This design comes from an exercise in tuning for small area and a short achievable clock period on the open sky130 flow, not from production work.
At most, simulation tests tie the RTL to the original design; equivalence was not proved.
Power figures rest on the tool's default switching activity, not on a simulated workload.

==> job 6561: inputs <==
Design gelu_lut_module, start of the top module:
module gelu_lut_module (
    input                       clk,
    input                       rst_n,
    input                       in_valid,
    input      signed [15:0]    in_data,
    output reg                  out_valid,
    output     signed [10:0]    out_data
);
==> module gelu_lut_module, before the edit <==
module gelu_lut_module (
    input                       clk,
    input                       rst_n,
    input                       in_valid,
    input      signed [15:0]    in_data,
    output reg                  out_valid,
    output     signed [10:0]    out_data
);
    reg         v1, s1;
    reg  [9:0]  m1;
    wire [5:0]  c;
    wire [9:0]  xa = in_data[9:0];
    wire [9:0]  lowor;
    genvar gi;
    generate for (gi = 0; gi < 10; gi = gi + 1) begin : g_or
        assign lowor[gi] = |xa[gi:0];
    end endgenerate
    wire [5:0]  pos_lo = s1 ? 6'd0 : m1[5:0];
    wire [4:0]  hi     = s1 ? 5'd0 : {1'b0, m1[9:6]};
    wire [6:0]  dlo    = {1'b0, pos_lo} - {1'b0, c};
    always @(posedge clk or negedge rst_n)
        if (!rst_n) begin v1 <= 1'b0; out_valid <= 1'b0; end
        else begin v1 <= in_valid; out_valid <= v1; end
    always @(posedge clk) begin
        s1 <= in_data[10];
        m1 <= xa ^ ({10{in_data[10]}} & {lowor[8:0], 1'b0});
    end
    reg  [5:0]  lo2;
    reg         b2;
    reg  [4:0]  hi2, hm2;
    always @(posedge clk) begin
        lo2 <= dlo[5:0];
        b2  <= dlo[6];
        hi2 <= hi;
        hm2 <= hi - 5'd1;
    end
    assign out_data = {b2 ? hm2 : hi2, lo2};
    gelu_c u_c (.a(m1), .y(c));
endmodule
==> flow/config.mk <==
export PLATFORM = sky130hd
export DESIGN_NAME = gelu_lut_module
export DESIGN_NICKNAME = gelu_lut_module
export VERILOG_FILES = /design/flow/design.v
export SDC_FILE = /design/flow/constraint.sdc
export NUM_CORES = 4
export LEC_CHECK = 0
export ABC_AREA = 1
export CAP_MARGIN = 70
export CORE_MARGIN = 2
export CORE_UTILIZATION = 40
export SETUP_SLACK_MARGIN = 2.7
export SLEW_MARGIN = 70
export TNS_END_PERCENT = 5
==> flow/constraint.sdc <==
create_clock -name core_clock -period 5.0 [get_ports {clk}]
set_input_delay 1.0000 -clock core_clock [delete_from_list [all_inputs] [get_ports {clk}]]
set_output_delay 1.0000 -clock core_clock [all_outputs]
set_load 0.01 [all_outputs]
standard.sh (not shown) runs the stock make flow with config.mk's settings and CLKGATE_MAP_FILE= SYNTH_SCRIPT=/design/flow/synth_recipe.tcl, a recipe that flattens the netlist after the stock synthesis.
==> flow/flow/run.sh <==
#!/bin/bash
set -euo pipefail
args=()
while IFS= read -r line || [[ -n "$line" ]]; do
  [[ -z "$line" || "$line" == \#* ]] && continue
  args+=("$line")
done < flow/make_args.txt
bash standard.sh "${args[@]}" finish > run_make.log 2>&1
==> flow/flow/make_args.txt <==
ADDER_MAP_FILE=
BUFFER_PORTS_ARGS=-buffer_cell sky130_fd_sc_hd__buf_1
CTS_ARGS=-sink_clustering_enable -repair_clock_nets -dont_use_dummy_load
==> inputs of job 3454, as changes to job 6561 <==
--- a/flow/design.v
+++ b/flow/design.v
@@ -7,3 +7,3 @@
     output reg                  out_valid,
-    output     signed [10:0]    out_data
+    output reg signed [10:0]    out_data
 );
@@ -13,10 +13,2 @@
     wire [9:0]  xa = in_data[9:0];
-    wire [9:0]  lowor;
-    genvar gi;
-    generate for (gi = 0; gi < 10; gi = gi + 1) begin : g_or
-        assign lowor[gi] = |xa[gi:0];
-    end endgenerate
-    wire [5:0]  pos_lo = s1 ? 6'd0 : m1[5:0];
-    wire [4:0]  hi     = s1 ? 5'd0 : {1'b0, m1[9:6]};
-    wire [6:0]  dlo    = {1'b0, pos_lo} - {1'b0, c};
     always @(posedge clk or negedge rst_n)
@@ -26,14 +18,5 @@
         s1 <= in_data[10];
-        m1 <= xa ^ ({10{in_data[10]}} & {lowor[8:0], 1'b0});
+        m1 <= in_data[10] ? (~xa + 10'd1) : xa;
+        out_data <= (s1 ? 11'd0 : {1'b0, m1}) - {5'd0, c};
     end
-    reg  [5:0]  lo2;
-    reg         b2;
-    reg  [4:0]  hi2, hm2;
-    always @(posedge clk) begin
-        lo2 <= dlo[5:0];
-        b2  <= dlo[6];
-        hi2 <= hi;
-        hm2 <= hi - 5'd1;
-    end
-    assign out_data = {b2 ? hm2 : hi2, lo2};
     gelu_c u_c (.a(m1), .y(c));
==> flow/run.sh (new file) <==
#!/bin/bash
# synth_recipe.tcl (not shown) runs the flow's synth.tcl, then flattens the netlist and writes it again
# the make line also repeats each setting of config.mk as NAME=value (left out here)
make -C /OpenROAD-flow-scripts/flow DESIGN_CONFIG=/design/flow/config.mk WORK_HOME=/design/flow/orfs CLKGATE_MAP_FILE= SYNTH_SCRIPT=/design/flow/synth_recipe.tcl finish
CAP_MARGIN = 20   (was 70)
SETUP_SLACK_MARGIN = 3.0   (was 2.7)
SLEW_MARGIN = 20   (was 70)
TNS_END_PERCENT = unset   (was 5)
removed: flow/flow/run.sh
removed: flow/flow/make_args.txt
removed: flow/standard.sh
==> inputs of job 2355, as changes to job 6561 <==
--- a/flow/design.v
+++ b/flow/design.v
@@ -29,3 +29,3 @@
     reg  [5:0]  lo2;
-    reg         b2;
+    reg         b2, b2n;
     reg  [4:0]  hi2, hm2;
@@ -34,2 +34,3 @@
         b2  <= dlo[6];
+        b2n <= ~dlo[6];
         hi2 <= hi;
@@ -37,3 +38,3 @@
     end
-    assign out_data = {b2 ? hm2 : hi2, lo2};
+    assign out_data = {({5{b2}} & hm2) | ({5{b2n}} & hi2), lo2};
     gelu_c u_c (.a(m1), .y(c));
SETUP_SLACK_MARGIN = 2.65   (was 2.7)
==> inputs of job 7626, as changes to job 6561 <==
--- a/flow/design.v
+++ b/flow/design.v
@@ -7,3 +7,3 @@
     output reg                  out_valid,
-    output     signed [10:0]    out_data
+    output reg signed [10:0]    out_data
 );
@@ -13,10 +13,7 @@
     wire [9:0]  xa = in_data[9:0];
-    wire [9:0]  lowor;
-    genvar gi;
-    generate for (gi = 0; gi < 10; gi = gi + 1) begin : g_or
-        assign lowor[gi] = |xa[gi:0];
-    end endgenerate
     wire [5:0]  pos_lo = s1 ? 6'd0 : m1[5:0];
-    wire [4:0]  hi     = s1 ? 5'd0 : {1'b0, m1[9:6]};
-    wire [6:0]  dlo    = {1'b0, pos_lo} - {1'b0, c};
+    wire [4:0]  pos_hi = s1 ? 5'd0 : {1'b0, m1[9:6]};
+    wire [6:0]  dlo = {1'b0, pos_lo} - {1'b0, c};
+    wire [4:0]  hi_m1 = pos_hi - 5'd1;
+    wire [10:0] y = {dlo[6] ? hi_m1 : pos_hi, dlo[5:0]};
     always @(posedge clk or negedge rst_n)
@@ -26,14 +23,5 @@
         s1 <= in_data[10];
-        m1 <= xa ^ ({10{in_data[10]}} & {lowor[8:0], 1'b0});
+        m1 <= in_data[10] ? (~xa + 10'd1) : xa;
+        out_data <= y;
     end
-    reg  [5:0]  lo2;
-    reg         b2;
-    reg  [4:0]  hi2, hm2;
-    always @(posedge clk) begin
-        lo2 <= dlo[5:0];
-        b2  <= dlo[6];
-        hi2 <= hi;
-        hm2 <= hi - 5'd1;
-    end
-    assign out_data = {b2 ? hm2 : hi2, lo2};
     gelu_c u_c (.a(m1), .y(c));
==> flow/run.sh (new file) <==
#!/bin/bash
# synth_recipe.tcl (not shown) runs the flow's synth.tcl, then flattens the netlist and writes it again
# the make line also repeats each setting of config.mk as NAME=value (left out here)
make -C /OpenROAD-flow-scripts/flow DESIGN_CONFIG=/design/flow/config.mk WORK_HOME=/design/flow/orfs CLKGATE_MAP_FILE= SYNTH_SCRIPT=/design/flow/synth_recipe.tcl finish
ABC_AREA = 0   (was 1)
CAP_MARGIN = 20   (was 70)
SETUP_SLACK_MARGIN = unset   (was 2.7)
SLEW_MARGIN = 20   (was 70)
TNS_END_PERCENT = unset   (was 5)
removed: flow/flow/run.sh
removed: flow/flow/make_args.txt
removed: flow/standard.sh
==> summary.txt <==
Result of the run: job 3454 finished clean; job 6561 finished clean; job 7626 finished clean; job 2355 finished clean
Count of sequential standard cells: job 3454 24; job 6561 29; job 7626 24; job 2355 30
Proportion of power drawn by flip-flops and latches: job 3454 0.261; job 6561 0.350; job 7626 0.317; job 2355 0.341
Total number of tap cells: job 3454 72; job 6561 72; job 7626 75; job 2355 75
Power after layout: job 3454 0.00103 W; job 6561 0.000903 W; job 7626 0.000884 W; job 2355 0.000965 W
Maximum fanout along the worst path: job 3454 6; job 6561 5; job 7626 9; job 2355 7
Power attributed to the clock group: job 3454 0.000168 W; job 6561 0.000165 W; job 7626 0.000166 W; job 2355 0.000166 W
Clock period minus worst slack: job 3454 2900 ps; job 6561 2190 ps; job 7626 4210 ps; job 2355 2250 ps
Relative contribution of the clock network to total power: job 3454 0.163; job 6561 0.183; job 7626 0.188; job 2355 0.172
Crit path setup slack, layout: job 3454 2100 ps; job 6561 2810 ps; job 7626 794 ps; job 2355 2750 ps
Non-clock buffer contribution to total cell area: job 3454 0.181; job 6561 0.0550; job 7626 0.128; job 2355 0.0894
Sequential Power: job 3454 0.000270 W; job 6561 0.000316 W; job 7626 0.000280 W; job 2355 0.000329 W
RSZ-0062 raised after global routing: job 3454 yes; job 6561 yes; job 7626 no; job 2355 yes
Count of clock buffers in the final design: job 3454 3; job 6561 5; job 7626 3; job 2355 5
Wire length the detailed router placed on met1: job 3454 3220 um; job 6561 2940 um; job 7626 3040 um; job 2355 2920 um
Worst reg2reg path startpoint: job 3454 m1[1]$_DFF_P_; job 6561 m1[4]$_DFF_P_; job 7626 m1[1]$_DFF_P_; job 2355 m1[3]$_DFF_P_
Average vias per placed instance: job 3454 5.37; job 6561 5.30; job 7626 6.19; job 2355 5.47
Detailed-routing iteration count for the pre-antenna-repair pass: job 3454 5; job 6561 5; job 7626 5; job 2355 6
Die Area: job 3454 6370 um2; job 6561 6510 um2; job 7626 6660 um2; job 2355 6550 um2
Floorplan die width: job 3454 79.8 um; job 6561 80.7 um; job 7626 81.6 um; job 2355 81.0 um
Largest area contributor in the synthesized netlist: job 3454 dfxtp_1; job 6561 nand2_1; job 7626 dfxtp_1; job 2355 nand2_1
Final core utilization: job 3454 0.619; job 6561 0.491; job 7626 0.472; job 2355 0.508
Initial Utilization: job 3454 0.415; job 6561 0.420; job 7626 0.409; job 2355 0.407
Initial DRC count: job 3454 312; job 6561 228; job 7626 366; job 2355 471
Stage delay of the slowest cell on the critical path: job 3454 410 ps; job 6561 430 ps; job 7626 410 ps; job 2355 420 ps
End of the worst register-to-register path: job 3454 out_data[8]$_DFF_P_; job 6561 lo2[4]$_DFF_P_; job 7626 out_data[8]$_DFF_P_; job 2355 lo2[2]$_DFF_P_
Area share of the leading cell type in the synthesized netlist: job 3454 0.192; job 6561 0.246; job 7626 0.183; job 2355 0.258
No functional check of the RTL was part of job 3454 and job 2355.

## re-timing with driven ports
The results above use ideal ports. As a check the final layouts listed here were re-extracted and re-timed, cells and wires unchanged. Step 1 sets driving cells, clkbuf_16 on the clock port and buf_2 on the other inputs (assumed; they add their load-dependent delay and slew). Step 2 adds t to the input delays and takes it off the output delays; t is the mean of the earliest and latest rising clock arrival at the registers after step 1. Input paths then give back, and output paths get back, about the clock's delay inside the block. Slacks: no drivers / after step 1 / after step 2; pairs: no drivers / after step 1.
run | t (ns) | setup WS [ns] | worst data-port slew with drivers (ns)
job 6561 | 0.295 | 2.806 / 2.779 / 2.627 | 0.03
job 3454 | 0.293 | 2.096 / 2.096 / 2.096 | 0.04
job 2355 | 0.299 | 2.752 / 2.752 / 2.619 | 0.03
job 7626 | 0.292 | 0.794 / 0.794 / 0.794 | 0.03
After both steps setup and hold are still met in every run listed. For job 6561, which loses most, drivers alone change the setup slack by -0.027 ns; drivers and shift together by -0.179 ns.
